Background: an optimization exercise with open tools, aiming at small area and a short achievable clock period. Do not read the settings as production practice.
RTL that was checked went through simulation tests only; none was proved equivalent to the original.

alpha:
// HarmonicMean
module HarmonicMean (
    input wire clk,
    input wire reset,
    input wire [15:0] data1,
    input wire [15:0] data2,
    input wire [15:0] data3,
    input wire [15:0] data4,
    input wire data_valid1,
    input wire data_valid2,
    input wire data_valid3,
    input wire data_valid4,
    output wire [15:0] harmonic_mean,
    output reg data_ready
);
export LEC_CHECK = 0
export ABC_AREA = 1
export CAP_MARGIN = 70
export CORE_MARGIN = 2
export CORE_UTILIZATION = 40
export SLEW_MARGIN = 70
create_clock -name core_clock -period 56.0 [get_ports {clk}]
run.sh (not shown) runs the stock make flow with config.mk's settings and CLKGATE_MAP_FILE= SYNTH_SCRIPT=/design/flow/synth_recipe.tcl, a recipe that flattens the netlist after the stock synthesis.
Changes in beta relative to alpha:
Settings: a change of SLEW_MARGIN from 70 to 20; a change of CAP_MARGIN from 70 to 20.
[summary]
The final layout from beta, which completed every stage, passed the timing, DRC and antenna checks at the end of the flow.
Fill cell instance count of the final layout: alpha vs beta, no meaningful difference
Between alpha and beta, the cell area figures differ only marginally.
Clock slew seen by the registers of the worst setup and hold paths of alpha is on par with beta.
Diff beta..alpha | end-of-flow core utilization | negligible
Setup slack: beta less than alpha
Function was not checked in any run of this note: the RTL went through the layout flow alone.

Setup of the reference run:
Another version of the RTL of HarmonicMean (not shown whole).
Size in the first run: roughly 87 I/O pins.
clock: 56.0 ns
lec_check: 0
abc_area: 1
cap_margin: 20
core_margin: 2
core_utilization: 70
place_density: 0.8
slew_margin: 20
standard.sh (not shown) runs the stock make flow with config.mk's settings and CLKGATE_MAP_FILE= SYNTH_SCRIPT=/design/flow/synth_recipe.tcl, a recipe that flattens the netlist after the stock synthesis.
==> flow/flow/run.sh <==
#!/bin/bash
# Standard synthesis, then full-adder polarity clean-up on its netlist, then the
# standard layout from that netlist. Each tool's output goes to its own log here.
set -euo pipefail
R=orfs/results/$FLOW_PLATFORM/HarmonicMean/base
bash standard.sh synth > synth.log 2>&1
cp $R/1_2_yosys.v 1_2_yosys.standard.v
python3 flow/fapol.py 1_2_yosys.standard.v $R/1_2_yosys.v > fapol.log 2>&1
bash standard.sh finish SETUP_SLACK_MARGIN=26 "BUFFER_PORTS_ARGS=-buffer_cell sky130_fd_sc_hd__buf_2" > layout.log 2>&1
Other scripts of this flow, unchanged in this note and not shown: flow/flow/fapol.py
Changes in the trial run relative to the reference run:
diff --git a/flow/flow/run.sh b/flow/flow/run.sh
--- a/flow/flow/run.sh
+++ b/flow/flow/run.sh
@@ -8,2 +8,2 @@
 python3 flow/fapol.py 1_2_yosys.standard.v $R/1_2_yosys.v > fapol.log 2>&1
-bash standard.sh finish SETUP_SLACK_MARGIN=26 "BUFFER_PORTS_ARGS=-buffer_cell sky130_fd_sc_hd__buf_2" > layout.log 2>&1
+bash standard.sh finish SETUP_SLACK_MARGIN=26 > layout.log 2>&1
diff --git a/flow/config.mk b/flow/config.mk
--- a/flow/config.mk
+++ b/flow/config.mk
@@ -8,6 +8,5 @@
 export ABC_AREA = 1
-export CAP_MARGIN = 20
+export CAP_MARGIN = 70
 export CORE_MARGIN = 2
-export CORE_UTILIZATION = 70
-export PLACE_DENSITY = 0.8
-export SLEW_MARGIN = 20
+export CORE_UTILIZATION = 40
+export SLEW_MARGIN = 70
Findings:
Cell area in the trial run is 5.0% higher than in the reference run
Cmp the trial run and the reference run / met2 global-route usage / higher: the reference run
Final weighted congestion of routability-driven global placement shrinks by a little under 10% when moving from the reference run to the trial run.
Final setup violation count came out exactly the same in the trial run and the reference run.
Compared with the reference run, the trial run instantiates a larger number of standard cells.
Summary — final cycle utilization of the critical path, the trial run relative to the reference run: lower, by 0.42 points.
The non-clock buffer share of cell area reported for the trial run is greater than that of the reference run by 2.2 points.
[the trial run] total length of routed wires rose 2.8% relative to the reference run

HarmonicMean, a different RTL version from the one above (not shown whole).
Size in the first run: roughly 2900 cells after synthesis, roughly 20000 µm² of cells after synthesis.
## HarmonicMean
module HarmonicMean (
    input wire clk,
    input wire reset,
    input wire [15:0] data1,
    input wire [15:0] data2,
    input wire [15:0] data3,
    input wire [15:0] data4,
    input wire data_valid1,
    input wire data_valid2,
    input wire data_valid3,
    input wire data_valid4,
    output wire [15:0] harmonic_mean,
    output reg data_ready
);
wire [15:0] p12, p34, hm_num, hm_den;
hm_mul16lo u_m12 (.a(data1), .b(data2), .p(p12));
hm_mul16lo u_m34 (.a(data3), .b(data4), .p(p34));
hm_mul16lo u_mn (.a(p12), .b(p34), .p(hm_num));
hm_sum4 u_sum (.a(data1), .b(data2), .c(data3), .d(data4), .s(hm_den));
wire all_valid = data_valid1 & data_valid2 & data_valid3 & data_valid4;
wire [15:13] qa;
wire [15:0] a_r15;
hm_divrow #(.I(15)) u_a_row15 (.r(hm_num), .d(hm_den), .q(qa[15]), .rn(a_r15));
wire [15:0] a_r14;
hm_divrow #(.I(14)) u_a_row14 (.r(a_r15), .d(hm_den), .q(qa[14]), .rn(a_r14));
wire [15:0] a_r13;
hm_divrow #(.I(13)) u_a_row13 (.r(a_r14), .d(hm_den), .q(qa[13]), .rn(a_r13));
reg [15:0] rem_q;
reg [15:0] den_q;
reg [15:13] qhi_q;
always @(posedge clk or posedge reset) begin
    if (reset) begin
        rem_q <= 16'd0;
        den_q <= 16'd1;
        qhi_q <= 0;
        data_ready <= 1'b0;
    end else begin
        if (all_valid) begin
            rem_q <= a_r13;
            den_q <= hm_den;
            qhi_q <= qa;
        end
        data_ready <= all_valid;
    end
end
wire [12:0] qb;
wire [15:0] b_r12;
  ...
export LEC_CHECK = 0
export ABC_AREA = 1
export CAP_MARGIN = 20
export CORE_MARGIN = 2
export CORE_UTILIZATION = 40
export SLEW_MARGIN = 20
create_clock -name core_clock -period 56.0 [get_ports {clk}]
==> flow/flow/run.sh <==
#!/bin/bash
# Standard synthesis, then full-adder polarity clean-up on its netlist, then the
# standard layout from that netlist. Each tool's output goes to its own log here.
set -euo pipefail
R=orfs/results/$FLOW_PLATFORM/HarmonicMean/base
bash standard.sh synth > synth.log 2>&1
cp $R/1_2_yosys.v 1_2_yosys.standard.v
python3 flow/fapol.py 1_2_yosys.standard.v $R/1_2_yosys.v > fapol.log 2>&1
bash standard.sh finish SETUP_SLACK_MARGIN=31 "BUFFER_PORTS_ARGS=-buffer_cell sky130_fd_sc_hd__buf_2" > layout.log 2>&1
Other scripts of this flow, unchanged in this note and not shown: flow/flow/fapol.py
Change:
--- a/flow/flow/run.sh
+++ b/flow/flow/run.sh
@@ -9 +9 @@
-bash standard.sh finish SETUP_SLACK_MARGIN=31 "BUFFER_PORTS_ARGS=-buffer_cell sky130_fd_sc_hd__buf_2" > layout.log 2>&1
+bash standard.sh finish SETUP_SLACK_MARGIN=30 "BUFFER_PORTS_ARGS=-buffer_cell sky130_fd_sc_hd__buf_2" > layout.log 2>&1
The changed run completed with no timing, DRC or antenna violations.
Setup slack loses 330 ps.
Wire length falls by 3.5%.
First-iteration DRC count falls by 2.3%.
Cell count falls by 2.2%.
Design area falls by 5.5%.
Flip-flop and latch count does not change.
Change:
--- a/flow/flow/run.sh
+++ b/flow/flow/run.sh
@@ -9 +9 @@
-bash standard.sh finish SETUP_SLACK_MARGIN=30 "BUFFER_PORTS_ARGS=-buffer_cell sky130_fd_sc_hd__buf_2" > layout.log 2>&1
+bash standard.sh finish SETUP_SLACK_MARGIN=28 "BUFFER_PORTS_ARGS=-buffer_cell sky130_fd_sc_hd__buf_2" > layout.log 2>&1
Effect: The changed run finished with timing, DRC and antenna clean; wire length shrinks slightly; non-clock buffer count drops by 10; setup slack gets worse by 1300 ps; synthesized cell count does not change.

RTL: one of the versions met above, not the one the previous note started from.
Size in the first run: about 2300 cells after synthesis, roughly 87 I/O pins, about 18000 µm² of cells after synthesis.
Design HarmonicMean, start of the top module:
module HarmonicMean (
    input wire clk,
    input wire reset,
    input wire [15:0] data1,
    input wire [15:0] data2,
    input wire [15:0] data3,
    input wire [15:0] data4,
    input wire data_valid1,
    input wire data_valid2,
    input wire data_valid3,
    input wire data_valid4,
    output wire [15:0] harmonic_mean,
    output reg data_ready
);
==> flow/config.mk <==
export PLATFORM = sky130hd
export DESIGN_NAME = HarmonicMean
export DESIGN_NICKNAME = HarmonicMean
export VERILOG_FILES = /design/flow/design.v
export SDC_FILE = /design/flow/constraint.sdc
export NUM_CORES = 4
export LEC_CHECK = 0
export ABC_AREA = 1
export CAP_MARGIN = 70
export CORE_MARGIN = 2
export CORE_UTILIZATION = 40
export SLEW_MARGIN = 70
==> flow/constraint.sdc <==
create_clock -name core_clock -period 56.0 [get_ports {clk}]
set_input_delay 11.2000 -clock core_clock [delete_from_list [all_inputs] [get_ports {clk}]]
set_output_delay 11.2000 -clock core_clock [all_outputs]
set_load 0.01 [all_outputs]
==> flow/flow/run.sh <==
#!/bin/bash
# Standard synthesis, then full-adder polarity clean-up on its netlist, then the
# standard layout from that netlist. Each tool's output goes to its own log here.
set -euo pipefail
R=orfs/results/$FLOW_PLATFORM/HarmonicMean/base
bash standard.sh synth > synth.log 2>&1
cp $R/1_2_yosys.v 1_2_yosys.standard.v
python3 flow/fapol.py 1_2_yosys.standard.v $R/1_2_yosys.v > fapol.log 2>&1
bash standard.sh finish SETUP_SLACK_MARGIN=28 > layout.log 2>&1
Other scripts of this flow, unchanged in this note and not shown: flow/flow/fapol.py
==> next run, changes <==
--- a/flow/flow/run.sh
+++ b/flow/flow/run.sh
@@ -7,3 +7,3 @@
 cp $R/1_2_yosys.v 1_2_yosys.standard.v
 python3 flow/fapol.py 1_2_yosys.standard.v $R/1_2_yosys.v > fapol.log 2>&1
-bash standard.sh finish SETUP_SLACK_MARGIN=28 > layout.log 2>&1
+bash standard.sh finish SETUP_SLACK_MARGIN=26 > layout.log 2>&1
- CAP_MARGIN: 70 -> 20
- SLEW_MARGIN: 70 -> 20
What happened: Worst setup slack is worse by 1000 ps. Critical path depth increases by 6. Design area is lower by 5.6%. Final cell count is lower by 2.5%. First-iteration DRC count came out lower by 4.1%. Synthesized cell count is unchanged. Via count falls by 3.4%.
==> next run, changes <==
--- a/flow/flow/run.sh
+++ b/flow/flow/run.sh
@@ -7,3 +7,3 @@
 cp $R/1_2_yosys.v 1_2_yosys.standard.v
 python3 flow/fapol.py 1_2_yosys.standard.v $R/1_2_yosys.v > fapol.log 2>&1
-bash standard.sh finish SETUP_SLACK_MARGIN=26 > layout.log 2>&1
+bash standard.sh finish SETUP_SLACK_MARGIN=26 "BUFFER_PORTS_ARGS=-buffer_cell sky130_fd_sc_hd__buf_2" > layout.log 2>&1
- CAP_MARGIN: 20 -> 70
- CORE_UTILIZATION: 40 -> 60
- PLACE_DENSITY: default -> 0.7
- SLEW_MARGIN: 20 -> 70
Effect: Fmax hardly moves; die area goes down by a quarter to a third; critical path depth goes down by 2; global-route usage rose by 9.9 points; worst setup slack gets worse by 27 ps; core utilization is higher by 20 points; routed wire length falls by a few percent; clock skew is unchanged; synthesized cell count stays the same.
==> next run, changes <==
--- a/flow/flow/run.sh
+++ b/flow/flow/run.sh
@@ -7,3 +7,3 @@
 cp $R/1_2_yosys.v 1_2_yosys.standard.v
 python3 flow/fapol.py 1_2_yosys.standard.v $R/1_2_yosys.v > fapol.log 2>&1
-bash standard.sh finish SETUP_SLACK_MARGIN=26 "BUFFER_PORTS_ARGS=-buffer_cell sky130_fd_sc_hd__buf_2" > layout.log 2>&1
+bash standard.sh finish > layout.log 2>&1
- CORE_UTILIZATION: 60 -> 40
- PLACE_DENSITY: 0.7 -> default
- The new run finished clean
- setup slack degrades by 2600 ps
- sequential share of layout area hardly moves
- final area fell by 0.31%
- non-clock buffer count came out lower by 28
- via count went down by 2.8%
- wire length rises by 2.8%
==> next run, changes <==
--- a/flow/flow/run.sh
+++ b/flow/flow/run.sh
@@ -7,3 +7,3 @@
 cp $R/1_2_yosys.v 1_2_yosys.standard.v
 python3 flow/fapol.py 1_2_yosys.standard.v $R/1_2_yosys.v > fapol.log 2>&1
-bash standard.sh finish > layout.log 2>&1
+bash standard.sh finish SETUP_SLACK_MARGIN=31 > layout.log 2>&1
Worst hold slack gains 13 ps.
Count of clock-buffer cells in the layout went down by 1.
Cell area goes up by 16%.
Routed wire length goes up by 10%.
Cell count rises by 7.2%.
Worst setup slack gets better by 4000 ps.
Via count rose by 7.6%.
Flip-flop and latch count stays the same.
Core utilization goes up by 7.1 points.
Maximum frequency climbs by 14%.
==> next run, changes <==
--- a/flow/flow/run.sh
+++ b/flow/flow/run.sh
@@ -7,3 +7,3 @@
 cp $R/1_2_yosys.v 1_2_yosys.standard.v
 python3 flow/fapol.py 1_2_yosys.standard.v $R/1_2_yosys.v > fapol.log 2>&1
-bash standard.sh finish SETUP_SLACK_MARGIN=31 > layout.log 2>&1
+bash standard.sh finish SETUP_SLACK_MARGIN=26 "BUFFER_PORTS_ARGS=-buffer_cell sky130_fd_sc_hd__buf_2" > layout.log 2>&1
- CAP_MARGIN: 70 -> 20
- SLEW_MARGIN: 70 -> 20
Wire length drops by roughly a tenth.
Register-to-register slack degrades by 120 ps.
Fmax went down by a few percent.
Die area is unchanged.
Sequential share of layout area goes up by 0.57 points.
Setup slack loses 1300 ps.
Utilization drops by 6.4 points.
Clock skew stays the same.
Synthesized area does not change.

## what the ideal ports hide
Ports are ideal in the flow. The routed layouts listed here were re-timed in OpenROAD. Step 1: set_driving_cell puts a clkbuf_16 on clk and a buf_2 on each other input, an assumption about the parent block. Step 2 moves the port delays by t, midway between the first and last clock arrival at a register: inputs arrive t later, outputs are due t later. That takes back most of the time a late clock gives input paths. Slacks: ideal ports / drivers / drivers and shift; pairs: ideal ports / drivers.
run	shift t [ns]	setup WS [ns]	latest minus earliest clock arrival (ns)	worst register clock-pin slew, ns
alpha	0.322	23.764 / 23.728 / 24.049	0.004 / 0.005	0.06 / 0.06
beta	0.325	23.069 / 23.032 / 23.357	0.012 / 0.011	0.07 / 0.07
the reference run	0.320	26.721 / 26.685 / 26.511	0.008 / 0.008	0.06 / 0.06
the trial run	0.321	26.955 / 26.968 / 26.647	0.009 / 0.008	0.06 / 0.06
the first run of note 3	0.320	31.740 / 31.694 / 32.014	0.007 / 0.006	0.06 / 0.06
the second run of note 3	0.321	31.408 / 31.361 / 31.682	0.008 / 0.007	0.06 / 0.06
the third run of note 3	0.320	30.144 / 30.098 / 30.418	0.007 / 0.008	0.06 / 0.06
the first run of note 4	0.323	27.828 / 27.786 / 27.463	0.006 / 0.007	0.07 / 0.07
the second run of note 4	0.326	26.819 / 26.836 / 26.510	0.005 / 0.006	0.06 / 0.06
the third run of note 4	0.310	26.791 / 26.772 / 26.462	0.006 / 0.006	0.06 / 0.06
the fourth run of note 4	0.320	24.177 / 24.139 / 24.459	0.008 / 0.008	0.06 / 0.06
the fifth run of note 4	0.326	28.177 / 28.195 / 27.869	0.007 / 0.007	0.06 / 0.06
the sixth run of note 4	0.326	26.902 / 26.896 / 26.570	0.008 / 0.007	0.06 / 0.06
After both steps every run listed still meets setup and hold. The setup slack of the first run of note 4, which loses most, moves by -0.042 ns with the drivers and by -0.365 ns with both steps.
